Source: an optimization exercise on an open RTL-to-GDS flow (aim: small area and a short achievable clock period). Production flows keep margins and buffers that such runs may drop.
Where RTL was checked, it was by simulation tests only, not by an equivalence proof against the original.
For run 2, only the layout was checked, not whether the RTL still works.
Power figures rest on the tool's default switching activity, not on a simulated workload.

==> flow/design.v, too long to show whole: its modules and the start of the top module <==
// module sg_nand2: 1 lines
// module sg_nor2: 1 lines
// module sg_inv: 1 lines
// module sg_xor2: 1 lines
// module sg_xnor2: 1 lines
// module sg_aoi21: 1 lines
// module sg_oai21: 1 lines
// module add64: 976 lines
// module Scrambler: 69 lines
module Scrambler(
  input         clock,
  input         reset,
  input  [63:0] io_in,
  output [63:0] io_out
);
  // ...
==> flow/flow/run.sh <==
#!/bin/bash
# Layout flow: the standard flow (standard.sh, the ORFS make targets), run
# in two steps.  Synthesis is the standard one, unchanged.  The rest of the
# layout differs from the standard flow in two settings only:
#  - the port buffers that buffer_ports inserts are plain buffers (buf_2)
#    rather than the delay cell it would pick on its own, and
#  - the resizer may swap a cell for one of another footprint
#    (MATCH_CELL_FOOTPRINT=0; sky130hd's platform config sets it to 1).
# Each step's full output goes to its own log file in the work folder.
set -euo pipefail
bash standard.sh synth > run_synth.log 2>&1
bash standard.sh "BUFFER_PORTS_ARGS=-buffer_cell sky130_fd_sc_hd__buf_2" \
  MATCH_CELL_FOOTPRINT=0 finish > run_layout.log 2>&1
==> flow/standard.sh <==
#!/bin/bash
# synth_recipe.tcl (not shown) runs the flow's synth.tcl, then flattens the netlist and writes it again
# the make line also repeats each setting of config.mk as NAME=value (left out here)
make -C /OpenROAD-flow-scripts/flow DESIGN_CONFIG=/design/flow/config.mk WORK_HOME=/design/flow/orfs CLKGATE_MAP_FILE= SYNTH_SCRIPT=/design/flow/synth_recipe.tcl "${@:-finish}"
==> flow/config.mk <==
export PLATFORM = sky130hd
export DESIGN_NAME = Scrambler
export DESIGN_NICKNAME = Scrambler
export VERILOG_FILES = /design/flow/design.v
export SDC_FILE = /design/flow/constraint.sdc
export NUM_CORES = 4
export LEC_CHECK = 0
export CAP_MARGIN = 20
export CORE_MARGIN = 2
export CORE_UTILIZATION = 65
export CTS_CLUSTER_DIAMETER = 80
export CTS_CLUSTER_SIZE = 32
export SETUP_SLACK_MARGIN = 2.5
export SLEW_MARGIN = 20
export SYNTH_HIERARCHICAL = 1
export SYNTH_MINIMUM_KEEP_SIZE = 0
export TNS_END_PERCENT = 5
==> flow/constraint.sdc <==
create_clock -name core_clock -period 6.0 [get_ports {clock}]
set_input_delay 1.2000 -clock core_clock [delete_from_list [all_inputs] [get_ports {clock}]]
set_output_delay 1.2000 -clock core_clock [all_outputs]
set_load 0.01 [all_outputs]
==> flow_summary.ini, run 1 <==
[floorplanning]
die_h_um = 243
die-area_um2 = 59200
tapCellCount = 756
rows = 87

[clock_network]
root_buffer = clkbuf_16
clk_pin_slew_ns = 0.10
ctsHoldBuffers = 0

[sta]
min_period_ns = 4.47
relSlewSlack_pct = 45.5

[power_and_ir_drop]
p_seq_uw = 10700
power-top-group = registers
p_comb_share_pct = 2.3

[final_layout]
multi_input_area_share_pct = 18.9
fill_cells = 3706
layout_common_cells = 1478 x dfxtp_1, 135 x xor2_1, 132 x nand2_1, 128 x and2_1, 116 x buf_2
area_growth_pct = 10.1
multi_input_area_um2 = 7740

[worst_setup_path]
cp_num_buf_inv = 5
r2r_end = q1[55]$_DFF_P_

[run_status]
status = timing/DRC/antenna clean

[placement]
place_congestion = 0.901

[synth]
synth_fp_nets = 2819
synthFlopType = dfxtp_1
synth_top_family_by_area = compound AO/OA/AOI/OAI gates
yosys.area_share.xor_xnor_pct = 4.54
synthTopCellsByArea = dfxtp_1 80%, xor2_1 3.2%, ha_1 2.2%

[detailed_routing]
wl_met3_mm = 2.86
wl_met1_mm = 29.1

[global_route]
grt-busiest-layer = met1
antenna_found_initial = 8
overflow = 0
==> module Scrambler, before the edit <==
module Scrambler(
  input         clock,
  input         reset,
  input  [63:0] io_in,
  output [63:0] io_out
);
  reg [63:0] p1;
  reg [63:0] p2;
  reg [63:0] p3;
  reg [63:0] p4;
  reg [63:0] p5;
  reg [63:0] p6;
  reg [63:0] q1;
  reg [63:0] q2;
  reg [63:0] q3;
  reg [63:0] q4;
  reg [63:0] q5;
  reg [63:0] q6;
  reg [63:0] q7;
  reg [63:0] q8;
  reg [63:0] q9;
  reg [63:0] q10;
  reg [63:0] q11;
  reg [63:0] q12;
  reg [63:0] q13;
  reg [63:0] q14;
  reg [63:0] q15;
  reg [63:0] q16;
  reg [63:0] q17;
  reg  [4:0] cnt;    
  reg        m6;     
  reg        m18;    
  wire m18_next = !reset && (m18 || cnt == 5'd17);
  add64 u_out (.a(io_in), .b(q17), .s(io_out));
  always @(posedge clock) begin
    p1  <= io_out;
    p2  <= p1;
    p3  <= p2;
    p4  <= p3;
    p5  <= p4;
    p6  <= p5;
    q1  <= p1 + (m6 ? p6 : 64'h0);
    q2 <= q1;
    q3 <= q2;
    q4 <= q3;
    q5 <= q4;
    q6 <= q5;
    q7 <= q6;
    q8 <= q7;
    q9 <= q8;
    q10 <= q9;
    q11 <= q10;
    q12 <= q11;
    q13 <= q12;
    q14 <= q13;
    q15 <= q14;
    q16 <= q15;
    q17 <= m18_next ? q16 : 64'h0;
  end
  always @(posedge clock) begin
    if (reset) begin
      cnt <= 5'd0;
    end else if (!m18) begin
      cnt <= cnt + 5'd1;
    end
    m6  <= !reset && (m6 || cnt == 5'd5);
    m18 <= m18_next;
  end
endmodule
==> run 2: changes to the inputs <==
--- a/flow/design.v
+++ b/flow/design.v
@@ -1,16 +1,16 @@
 module sg_nand2(input a, input b, output y);  assign y = ~(a & b); endmodule
 module sg_nor2(input a, input b, output y);   assign y = ~(a | b); endmodule
 module sg_inv(input a, output y);             assign y = ~a; endmodule
 module sg_xor2(input a, input b, output y);   assign y = a ^ b; endmodule
 module sg_xnor2(input a, input b, output y);  assign y = ~(a ^ b); endmodule
 module sg_aoi21(input a1, input a2, input b1, output y); assign y = ~((a1 & a2) | b1); endmodule
 module sg_oai21(input a1, input a2, input b1, output y); assign y = ~((a1 | a2) & b1); endmodule
-module add64(input [63:0] a, input [63:0] b, output [63:0] s);
+module add64(input [63:0] a, input [63:0] b, output [63:0] s, output [63:0] s2);
   wire g0_0;
   wire p0_0;
   wire x_0;
   wire g0_1;
   wire p0_1;
   wire x_1;
   wire g0_2;
   wire p0_2;
@@ -913,78 +913,142 @@
   sg_oai21 u450 (.a1(p0_56), .a2(g6_55_n), .b1(g0_56), .y(g7_56));
   sg_oai21 u451 (.a1(p0_58), .a2(g6_57), .b1(g0_58), .y(g7_58));
   sg_inv u452 (.a(g6_59), .y(g6_59_n));
   sg_oai21 u453 (.a1(p0_60), .a2(g6_59_n), .b1(g0_60), .y(g7_60));
   sg_inv u454 (.a(g6_61), .y(g6_61_n));
   sg_oai21 u455 (.a1(p0_62), .a2(g6_61_n), .b1(g0_62), .y(g7_62));
   assign s[0] = x_0;
   sg_xnor2 u456 (.a(x_1), .b(g0_0), .y(s[1]));
-  sg_xor2 u457 (.a(x_2), .b(g1_1), .y(s[2]));
-  sg_xor2 u458 (.a(x_3), .b(g7_2), .y(s[3]));
-  sg_xnor2 u459 (.a(x_4), .b(g2_3), .y(s[4]));
-  sg_xor2 u460 (.a(x_5), .b(g7_4), .y(s[5]));
-  sg_xnor2 u461 (.a(x_6), .b(g3_5), .y(s[6]));
-  sg_xor2 u462 (.a(x_7), .b(g7_6), .y(s[7]));
-  sg_xor2 u463 (.a(x_8), .b(g3_7), .y(s[8]));
-  sg_xor2 u464 (.a(x_9), .b(g7_8), .y(s[9]));
-  sg_xnor2 u465 (.a(x_10), .b(g4_9), .y(s[10]));
-  sg_xor2 u466 (.a(x_11), .b(g7_10), .y(s[11]));
-  sg_xor2 u467 (.a(x_12), .b(g4_11), .y(s[12]));
-  sg_xor2 u468 (.a(x_13), .b(g7_12), .y(s[13]));
-  sg_xor2 u469 (.a(x_14), .b(g4_13), .y(s[14]));
-  sg_xor2 u470 (.a(x_15), .b(g7_14), .y(s[15]));
-  sg_xnor2 u471 (.a(x_16), .b(g4_15), .y(s[16]));
-  sg_xor2 u472 (.a(x_17), .b(g7_16), .y(s[17]));
-  sg_xnor2 u473 (.a(x_18), .b(g5_17), .y(s[18]));
-  sg_xor2 u474 (.a(x_19), .b(g7_18), .y(s[19]));
-  sg_xor2 u475 (.a(x_20), .b(g5_19), .y(s[20]));
-  sg_xor2 u476 (.a(x_21), .b(g7_20), .y(s[21]));
-  sg_xor2 u477 (.a(x_22), .b(g5_21), .y(s[22]));
-  sg_xor2 u478 (.a(x_23), .b(g7_22), .y(s[23]));
-  sg_xnor2 u479 (.a(x_24), .b(g5_23), .y(s[24]));
-  sg_xor2 u480 (.a(x_25), .b(g7_24), .y(s[25]));
-  sg_xor2 u481 (.a(x_26), .b(g5_25), .y(s[26]));
-  sg_xor2 u482 (.a(x_27), .b(g7_26), .y(s[27]));
-  sg_xnor2 u483 (.a(x_28), .b(g5_27), .y(s[28]));
-  sg_xor2 u484 (.a(x_29), .b(g7_28), .y(s[29]));
-  sg_xnor2 u485 (.a(x_30), .b(g5_29), .y(s[30]));
-  sg_xor2 u486 (.a(x_31), .b(g7_30), .y(s[31]));
-  sg_xor2 u487 (.a(x_32), .b(g5_31), .y(s[32]));
-  sg_xor2 u488 (.a(x_33), .b(g7_32), .y(s[33]));
-  sg_xnor2 u489 (.a(x_34), .b(g6_33), .y(s[34]));
-  sg_xor2 u490 (.a(x_35), .b(g7_34), .y(s[35]));
-  sg_xor2 u491 (.a(x_36), .b(g6_35), .y(s[36]));
-  sg_xor2 u492 (.a(x_37), .b(g7_36), .y(s[37]));
-  sg_xor2 u493 (.a(x_38), .b(g6_37), .y(s[38]));
-  sg_xor2 u494 (.a(x_39), .b(g7_38), .y(s[39]));
-  sg_xnor2 u495 (.a(x_40), .b(g6_39), .y(s[40]));
-  sg_xor2 u496 (.a(x_41), .b(g7_40), .y(s[41]));
-  sg_xor2 u497 (.a(x_42), .b(g6_41), .y(s[42]));
-  sg_xor2 u498 (.a(x_43), .b(g7_42), .y(s[43]));
-  sg_xnor2 u499 (.a(x_44), .b(g6_43), .y(s[44]));
-  sg_xor2 u500 (.a(x_45), .b(g7_44), .y(s[45]));
-  sg_xnor2 u501 (.a(x_46), .b(g6_45), .y(s[46]));
-  sg_xor2 u502 (.a(x_47), .b(g7_46), .y(s[47]));
-  sg_xor2 u503 (.a(x_48), .b(g6_47), .y(s[48]));
-  sg_xor2 u504 (.a(x_49), .b(g7_48), .y(s[49]));
-  sg_xor2 u505 (.a(x_50), .b(g6_49), .y(s[50]));
-  sg_xor2 u506 (.a(x_51), .b(g7_50), .y(s[51]));
-  sg_xnor2 u507 (.a(x_52), .b(g6_51), .y(s[52]));
-  sg_xor2 u508 (.a(x_53), .b(g7_52), .y(s[53]));
-  sg_xnor2 u509 (.a(x_54), .b(g6_53), .y(s[54]));
-  sg_xor2 u510 (.a(x_55), .b(g7_54), .y(s[55]));
-  sg_xor2 u511 (.a(x_56), .b(g6_55), .y(s[56]));
-  sg_xor2 u512 (.a(x_57), .b(g7_56), .y(s[57]));
-  sg_xnor2 u513 (.a(x_58), .b(g6_57), .y(s[58]));
-  sg_xor2 u514 (.a(x_59), .b(g7_58), .y(s[59]));
-  sg_xor2 u515 (.a(x_60), .b(g6_59), .y(s[60]));
-  sg_xor2 u516 (.a(x_61), .b(g7_60), .y(s[61]));
-  sg_xor2 u517 (.a(x_62), .b(g6_61), .y(s[62]));
-  sg_xor2 u518 (.a(x_63), .b(g7_62), .y(s[63]));
+  sg_xnor2 u457 (.a(x_1), .b(g0_0), .y(s2[1]));
+  sg_xor2 u458 (.a(x_2), .b(g1_1), .y(s[2]));
+  sg_xor2 u459 (.a(x_2), .b(g1_1), .y(s2[2]));
+  sg_xor2 u460 (.a(x_3), .b(g7_2), .y(s[3]));
+  sg_xor2 u461 (.a(x_3), .b(g7_2), .y(s2[3]));
+  sg_xnor2 u462 (.a(x_4), .b(g2_3), .y(s[4]));
+  sg_xnor2 u463 (.a(x_4), .b(g2_3), .y(s2[4]));
+  sg_xor2 u464 (.a(x_5), .b(g7_4), .y(s[5]));
+  sg_xor2 u465 (.a(x_5), .b(g7_4), .y(s2[5]));
+  sg_xnor2 u466 (.a(x_6), .b(g3_5), .y(s[6]));
+  sg_xnor2 u467 (.a(x_6), .b(g3_5), .y(s2[6]));
+  sg_xor2 u468 (.a(x_7), .b(g7_6), .y(s[7]));
+  sg_xor2 u469 (.a(x_7), .b(g7_6), .y(s2[7]));
+  sg_xor2 u470 (.a(x_8), .b(g3_7), .y(s[8]));
+  sg_xor2 u471 (.a(x_8), .b(g3_7), .y(s2[8]));
+  sg_xor2 u472 (.a(x_9), .b(g7_8), .y(s[9]));
+  sg_xor2 u473 (.a(x_9), .b(g7_8), .y(s2[9]));
+  sg_xnor2 u474 (.a(x_10), .b(g4_9), .y(s[10]));
+  sg_xnor2 u475 (.a(x_10), .b(g4_9), .y(s2[10]));
+  sg_xor2 u476 (.a(x_11), .b(g7_10), .y(s[11]));
+  sg_xor2 u477 (.a(x_11), .b(g7_10), .y(s2[11]));
+  sg_xor2 u478 (.a(x_12), .b(g4_11), .y(s[12]));
+  sg_xor2 u479 (.a(x_12), .b(g4_11), .y(s2[12]));
+  sg_xor2 u480 (.a(x_13), .b(g7_12), .y(s[13]));
+  sg_xor2 u481 (.a(x_13), .b(g7_12), .y(s2[13]));
+  sg_xor2 u482 (.a(x_14), .b(g4_13), .y(s[14]));
+  sg_xor2 u483 (.a(x_14), .b(g4_13), .y(s2[14]));
+  sg_xor2 u484 (.a(x_15), .b(g7_14), .y(s[15]));
+  sg_xor2 u485 (.a(x_15), .b(g7_14), .y(s2[15]));
+  sg_xnor2 u486 (.a(x_16), .b(g4_15), .y(s[16]));
+  sg_xnor2 u487 (.a(x_16), .b(g4_15), .y(s2[16]));
+  sg_xor2 u488 (.a(x_17), .b(g7_16), .y(s[17]));
+  sg_xor2 u489 (.a(x_17), .b(g7_16), .y(s2[17]));
+  sg_xnor2 u490 (.a(x_18), .b(g5_17), .y(s[18]));
+  sg_xnor2 u491 (.a(x_18), .b(g5_17), .y(s2[18]));
+  sg_xor2 u492 (.a(x_19), .b(g7_18), .y(s[19]));
+  sg_xor2 u493 (.a(x_19), .b(g7_18), .y(s2[19]));
+  sg_xor2 u494 (.a(x_20), .b(g5_19), .y(s[20]));
+  sg_xor2 u495 (.a(x_20), .b(g5_19), .y(s2[20]));
+  sg_xor2 u496 (.a(x_21), .b(g7_20), .y(s[21]));
+  sg_xor2 u497 (.a(x_21), .b(g7_20), .y(s2[21]));
+  sg_xor2 u498 (.a(x_22), .b(g5_21), .y(s[22]));
+  sg_xor2 u499 (.a(x_22), .b(g5_21), .y(s2[22]));
+  sg_xor2 u500 (.a(x_23), .b(g7_22), .y(s[23]));
+  sg_xor2 u501 (.a(x_23), .b(g7_22), .y(s2[23]));
+  sg_xnor2 u502 (.a(x_24), .b(g5_23), .y(s[24]));
+  sg_xnor2 u503 (.a(x_24), .b(g5_23), .y(s2[24]));
+  sg_xor2 u504 (.a(x_25), .b(g7_24), .y(s[25]));
+  sg_xor2 u505 (.a(x_25), .b(g7_24), .y(s2[25]));
+  sg_xor2 u506 (.a(x_26), .b(g5_25), .y(s[26]));
+  sg_xor2 u507 (.a(x_26), .b(g5_25), .y(s2[26]));
+  sg_xor2 u508 (.a(x_27), .b(g7_26), .y(s[27]));
+  sg_xor2 u509 (.a(x_27), .b(g7_26), .y(s2[27]));
+  sg_xnor2 u510 (.a(x_28), .b(g5_27), .y(s[28]));
+  sg_xnor2 u511 (.a(x_28), .b(g5_27), .y(s2[28]));
+  sg_xor2 u512 (.a(x_29), .b(g7_28), .y(s[29]));
+  sg_xor2 u513 (.a(x_29), .b(g7_28), .y(s2[29]));
+  sg_xnor2 u514 (.a(x_30), .b(g5_29), .y(s[30]));
+  sg_xnor2 u515 (.a(x_30), .b(g5_29), .y(s2[30]));
+  sg_xor2 u516 (.a(x_31), .b(g7_30), .y(s[31]));
+  sg_xor2 u517 (.a(x_31), .b(g7_30), .y(s2[31]));
+  sg_xor2 u518 (.a(x_32), .b(g5_31), .y(s[32]));
+  sg_xor2 u519 (.a(x_32), .b(g5_31), .y(s2[32]));
+  sg_xor2 u520 (.a(x_33), .b(g7_32), .y(s[33]));
+  sg_xor2 u521 (.a(x_33), .b(g7_32), .y(s2[33]));
+  sg_xnor2 u522 (.a(x_34), .b(g6_33), .y(s[34]));
+  sg_xnor2 u523 (.a(x_34), .b(g6_33), .y(s2[34]));
+  sg_xor2 u524 (.a(x_35), .b(g7_34), .y(s[35]));
+  sg_xor2 u525 (.a(x_35), .b(g7_34), .y(s2[35]));
+  sg_xor2 u526 (.a(x_36), .b(g6_35), .y(s[36]));
+  sg_xor2 u527 (.a(x_36), .b(g6_35), .y(s2[36]));
+  sg_xor2 u528 (.a(x_37), .b(g7_36), .y(s[37]));
+  sg_xor2 u529 (.a(x_37), .b(g7_36), .y(s2[37]));
+  sg_xor2 u530 (.a(x_38), .b(g6_37), .y(s[38]));
+  sg_xor2 u531 (.a(x_38), .b(g6_37), .y(s2[38]));
+  sg_xor2 u532 (.a(x_39), .b(g7_38), .y(s[39]));
+  sg_xor2 u533 (.a(x_39), .b(g7_38), .y(s2[39]));
+  sg_xnor2 u534 (.a(x_40), .b(g6_39), .y(s[40]));
+  sg_xnor2 u535 (.a(x_40), .b(g6_39), .y(s2[40]));
+  sg_xor2 u536 (.a(x_41), .b(g7_40), .y(s[41]));
+  sg_xor2 u537 (.a(x_41), .b(g7_40), .y(s2[41]));
+  sg_xor2 u538 (.a(x_42), .b(g6_41), .y(s[42]));
+  sg_xor2 u539 (.a(x_42), .b(g6_41), .y(s2[42]));
+  sg_xor2 u540 (.a(x_43), .b(g7_42), .y(s[43]));
+  sg_xor2 u541 (.a(x_43), .b(g7_42), .y(s2[43]));
+  sg_xnor2 u542 (.a(x_44), .b(g6_43), .y(s[44]));
+  sg_xnor2 u543 (.a(x_44), .b(g6_43), .y(s2[44]));
+  sg_xor2 u544 (.a(x_45), .b(g7_44), .y(s[45]));
+  sg_xor2 u545 (.a(x_45), .b(g7_44), .y(s2[45]));
+  sg_xnor2 u546 (.a(x_46), .b(g6_45), .y(s[46]));
+  sg_xnor2 u547 (.a(x_46), .b(g6_45), .y(s2[46]));
+  sg_xor2 u548 (.a(x_47), .b(g7_46), .y(s[47]));
+  sg_xor2 u549 (.a(x_47), .b(g7_46), .y(s2[47]));
+  sg_xor2 u550 (.a(x_48), .b(g6_47), .y(s[48]));
+  sg_xor2 u551 (.a(x_48), .b(g6_47), .y(s2[48]));
+  sg_xor2 u552 (.a(x_49), .b(g7_48), .y(s[49]));
+  sg_xor2 u553 (.a(x_49), .b(g7_48), .y(s2[49]));
+  sg_xor2 u554 (.a(x_50), .b(g6_49), .y(s[50]));
+  sg_xor2 u555 (.a(x_50), .b(g6_49), .y(s2[50]));
+  sg_xor2 u556 (.a(x_51), .b(g7_50), .y(s[51]));
+  sg_xor2 u557 (.a(x_51), .b(g7_50), .y(s2[51]));
+  sg_xnor2 u558 (.a(x_52), .b(g6_51), .y(s[52]));
+  sg_xnor2 u559 (.a(x_52), .b(g6_51), .y(s2[52]));
+  sg_xor2 u560 (.a(x_53), .b(g7_52), .y(s[53]));
+  sg_xor2 u561 (.a(x_53), .b(g7_52), .y(s2[53]));
+  sg_xnor2 u562 (.a(x_54), .b(g6_53), .y(s[54]));
+  sg_xnor2 u563 (.a(x_54), .b(g6_53), .y(s2[54]));
+  sg_xor2 u564 (.a(x_55), .b(g7_54), .y(s[55]));
+  sg_xor2 u565 (.a(x_55), .b(g7_54), .y(s2[55]));
+  sg_xor2 u566 (.a(x_56), .b(g6_55), .y(s[56]));
+  sg_xor2 u567 (.a(x_56), .b(g6_55), .y(s2[56]));
+  sg_xor2 u568 (.a(x_57), .b(g7_56), .y(s[57]));
+  sg_xor2 u569 (.a(x_57), .b(g7_56), .y(s2[57]));
+  sg_xnor2 u570 (.a(x_58), .b(g6_57), .y(s[58]));
+  sg_xnor2 u571 (.a(x_58), .b(g6_57), .y(s2[58]));
+  sg_xor2 u572 (.a(x_59), .b(g7_58), .y(s[59]));
+  sg_xor2 u573 (.a(x_59), .b(g7_58), .y(s2[59]));
+  sg_xor2 u574 (.a(x_60), .b(g6_59), .y(s[60]));
+  sg_xor2 u575 (.a(x_60), .b(g6_59), .y(s2[60]));
+  sg_xor2 u576 (.a(x_61), .b(g7_60), .y(s[61]));
+  sg_xor2 u577 (.a(x_61), .b(g7_60), .y(s2[61]));
+  sg_xor2 u578 (.a(x_62), .b(g6_61), .y(s[62]));
+  sg_xor2 u579 (.a(x_62), .b(g6_61), .y(s2[62]));
+  sg_xor2 u580 (.a(x_63), .b(g7_62), .y(s[63]));
+  sg_xor2 u581 (.a(x_63), .b(g7_62), .y(s2[63]));
+  assign s2[0] = s[0];
 endmodule
 module Scrambler(
   input         clock,
   input         reset,
   input  [63:0] io_in,
   output [63:0] io_out
 );
   reg [63:0] p1;
@@ -1009,19 +1073,20 @@
   reg [63:0] q14;
   reg [63:0] q15;
   reg [63:0] q16;
   reg [63:0] q17;
   reg  [4:0] cnt;    
   reg        m6;     
   reg        m18;    
   wire m18_next = !reset && (m18 || cnt == 5'd17);
-  add64 u_out (.a(io_in), .b(q17), .s(io_out));
+  wire [63:0] io_out2;   
+  add64 u_out (.a(io_in), .b(q17), .s(io_out), .s2(io_out2));
   always @(posedge clock) begin
-    p1  <= io_out;
+    p1  <= io_out2;
     p2  <= p1;
     p3  <= p2;
     p4  <= p3;
     p5  <= p4;
     p6  <= p5;
     q1  <= p1 + (m6 ? p6 : 64'h0);
     q2 <= q1;
     q3 <= q2;
==> flow/run.sh (new file) <==
#!/bin/bash
# synth_recipe.tcl (not shown) runs the flow's synth.tcl, then flattens the netlist and writes it again
# the make line also repeats each setting of config.mk as NAME=value (left out here)
make -C /OpenROAD-flow-scripts/flow DESIGN_CONFIG=/design/flow/config.mk WORK_HOME=/design/flow/orfs CLKGATE_MAP_FILE= SYNTH_SCRIPT=/design/flow/synth_recipe.tcl finish
removed: flow/flow/run.sh
removed: flow/standard.sh
==> run 2 against run 1 <==
Net effect: area after synthesis grew 1.5%; count of clock-buffer cells in the layout up 1; first-iteration DRC count increased by 12%; register-to-register slack better by 0.19 ns; design area increased by 6.1%; combinational power increased by 21%; non-clock buffer count grew 88; global-route usage is 1.0 points higher; critical path type unchanged; largest cell class unchanged.
==> flow_summary.ini, run 2 <==
[floorplanning]
num_io_pins = 130
rows = 88
die_h_um = 245
start_util_pct = 65.6
coreArea_um2 = 57600
dieWidth_um = 245
die-area_um2 = 60100

[synth]
syn-mean-instance-area_um2 = 13.7
synth_compound_area_share_pct = 6.28
synth_common_cells = 1479 x dfxtp_1, 183 x xor2_1, 147 x nand2_1
synthFlopType = dfxtp_1
yosys.area_share.xor_xnor_pct = 5.94
synth_fp_nets = 2883
yosysUniqueCellTypes = 64
yosysSeqAreaShare_pct = 78.4
synthArstFlopShare_pct = 0
synth.most_common_cell = dfxtp_1
yosys_warnings = 7
synth_top_area_share_pct = 78.4
syn_inst = 2751
synthAdderAreaFrac_pct = 2.21
yosysTopAreaCell = dfxtp_1
muxShareOfSynthArea_pct = 0
synth_top_family_by_area = compound AO/OA/AOI/OAI gates
synth-seq-cells = 1479
netlist_area_um2 = 37800
synthSimpleGateAreaFrac_pct = 6.18
synthTopCellsByArea = dfxtp_1 78%, xor2_1 4.2%, ha_1 2.2%
synth_edf_count = 0

[power_and_ir_drop]
vdd_ir_drop_max_v = 0.000319
power.leakage_uw = 0.0187
p_per_area_nw_per_um2 = 357

[sta]
skew_ns = 0.0180
final-hold-violation-count = 0
relSlewSlack_pct = 39.0
rsz0062_at_grt = true
fin_ws_ns = 1.56
setup_viol = 0
max_freq_ghz = 0.225
tightest_slew_ns = 0.914
min_period_ns = 4.44
holdWs_ns = 0.326
slew_viol_final = 0
tns_ns = 0
period_share_pct = 74.1

[global_route]
antenna_found_initial = 2
grt_use_total_pct = 20.5
grt_pass1_wl_mm = 97.5
grt_pass1_vias = 18800
overflow = 0
grt_max_degree = 37

[detailed_routing]
first_pass_iters = 5
drt-total-wl_mm = 62.3
drt_iter0_drc = 1093
num_vias = 18700
vias_per_cell = 4.93
wire_per_inst_um = 16.4
ant_nets = 0
drcViolationCount = 0

[worst_setup_path]
worst-path-max-fanout = 4
arrival_ns = 3.24
cp.required_ns = 4.80
cp-start-kind = input pin
setup.worst_path.end_class = output pin
critPathKind = in2out

[clock_network]
clkLatencyLatePin_ns = 0.64
clkSinkCount = 1479
clk_pin_slew_ns = 0.11
cts_tree = built
ctsHoldBuffers = 0
cts_max_path_buffers = 3
cts_buffers = 53
h-tree-depth = 2
root_buffer = clkbuf_16

[final_layout]
layout.nets = 3154
area_growth_pct = 15.1
final_common_cell = dfxtp_1
layout_common_cells = 1478 x dfxtp_1, 183 x xor2_1, 128 x and2_1, 121 x buf_4, 110 x nand2_1
drive_gt1_share_pct = 17.4

[flow_run]
drv_cap = 0

[placement]
place_congestion = 0.905
dp_hpwl_mm = 39.0
place_ws_ns = 0.230
io_buffers = 129

[run_status]
status = timing/DRC/antenna clean

[hold_path]
hp-class = reg2reg
[run 2: cell count changes after synthesis]
cell,delta
xor2_1,+47
xnor2_1,+16
buf_4,+1
[run 2: worst max-delay path, cell delays in order]
cell and delay (ns):
buf_2 0.14, nor2_4 0.15, o21ai_2 0.08, a21oi_4 0.17, o21ai_4 0.09, a21oi_4 0.13
buf_12 0.15, o21ai_4 0.06, buf_12 0.15, buf_12 0.13, buf_16 0.15, buf_12 0.13
xor2_1 0.19, dlygate4sd2_1 0.30
[run 2: report_power, final]
part / total, µW / switching, µW / internal, µW
clock: 4360 / 2670 / 1690
combinational: 429 / 252 / 177
sequential: 10700 / 188 / 10500
[run 2: stage by stage]
| step | util [%] | std cells | total power (µW) | instance area, µm² |
|---|---|---|---|---|
| CTS | 74.7 | 3766 | 15600 | 43000 |
| global route | 75.5 | 3793 | 16100 | 43500 |
| global placement | 69.7 | 3615 | 11300 | 40100 |
| detailed placement | 69.7 | 3615 | 11300 | 40100 |
| finish | 75.5 | 3794 | 15500 | 43500 |
| floorplan | - | 2751 | 11100 | 38000 |
[run 2: modules after synthesis, one instance, submodules excluded, excerpt]
module     copies in the design  cells
Scrambler                     1   2182
add64                         1      2
sg_oai21                     92      1
sg_xnor2                     32      1
sg_nand2                     93      1
sg_inv                       40      1
sg_nor2                     107      1
[run 2: per-layer routing]
metal	global-route usage [%]	vias up	wire, µm
met5	0	-	0
met4	6.31	0	1610
met3	2.50	114	2110
met2	31.6	320	27000
met1	30.6	8880	31600
li1	-	9376	-
[run 2: layout make-up]
class | instances | area (µm²)
antenna | 1 | 2.50
clock buffer | 56 | 1350
clock inverter | 5 | 93.8
fill | 3632 | 14100
inverter | 57 | 239
multi-input combinational | 1174 | 9080
sequential | 1479 | 29600
tap | 765 | 957
timing repair buffer | 256 | 2150
timing repair inverter | 1 | 6.26
[run 2: path summary, 6_finish.rpt]
| kind | slack, ns | cells after the start | end | from |
|---|---|---|---|---|
| max | 1.56 | 14 | io_out[32] | io_in[11] |
| min | 0.33 | 0 | p6[8]$_DFF_P_ | p5[8]$_DFF_P_ |
| max reg2reg | 2.13 | 12 | q1[62]$_DFF_P_ | m6$_DFF_P_ |
| min reg2reg | 0.33 | 0 | p6[8]$_DFF_P_ | p5[8]$_DFF_P_ |
[run 2: kinds of logic (layout without fill, tap and decap cells)]
kind of cell	Yosys count	after routing
AO/OA/AOI/OAI	362	362
XOR/XNOR	256	256
adder cells (fa/ha/maj)	66	66
buffers and inverters	98	375
flip-flops	1479	1479
other	0	1
AND/OR/NAND/NOR	490	490
[run 2: what timing repair did]
| item | in CTS | in global routing |
|---|---|---|
| gates cloned | 2 | 0 |
| setup buffers | 88 | 27 |
| setup endpoints to repair | 81 | 90 |
| gates resized for setup | 491 | 124 |
| pin swaps | 129 | 75 |

[afterwards: timing with drivers on the ports]
In the flow no input, the clock included, has a driving cell. The finished layouts below were timed again as built, in two steps. Step 1: set_driving_cell puts a clkbuf_16 on clock and a buf_2 on each other input, an assumption about the parent block. Step 2 adds t to the input delays and takes it off the output delays; t is the mean of the earliest and latest rising clock arrival at the registers after step 1. Input paths then give back, and output paths get back, about the clock's delay inside the block. Slacks: ideal / step 1 / step 2; pairs: ideal / step 1.
run | t, ns | slack for setup (ns) | worst register clock-pin slew, ns | worst data-port slew with drivers (ns)
run 1 | 0.677 | 1.534 / 1.499 / 1.499 | 0.11 / 0.11 | 0.07
run 2 | 0.688 | 1.555 / 1.512 / 1.512 | 0.11 / 0.11 | 0.06
After both steps setup and hold are still met in every run listed. For run 2, which loses most, drivers alone change the setup slack by -0.043 ns; drivers and shift together by -0.043 ns.
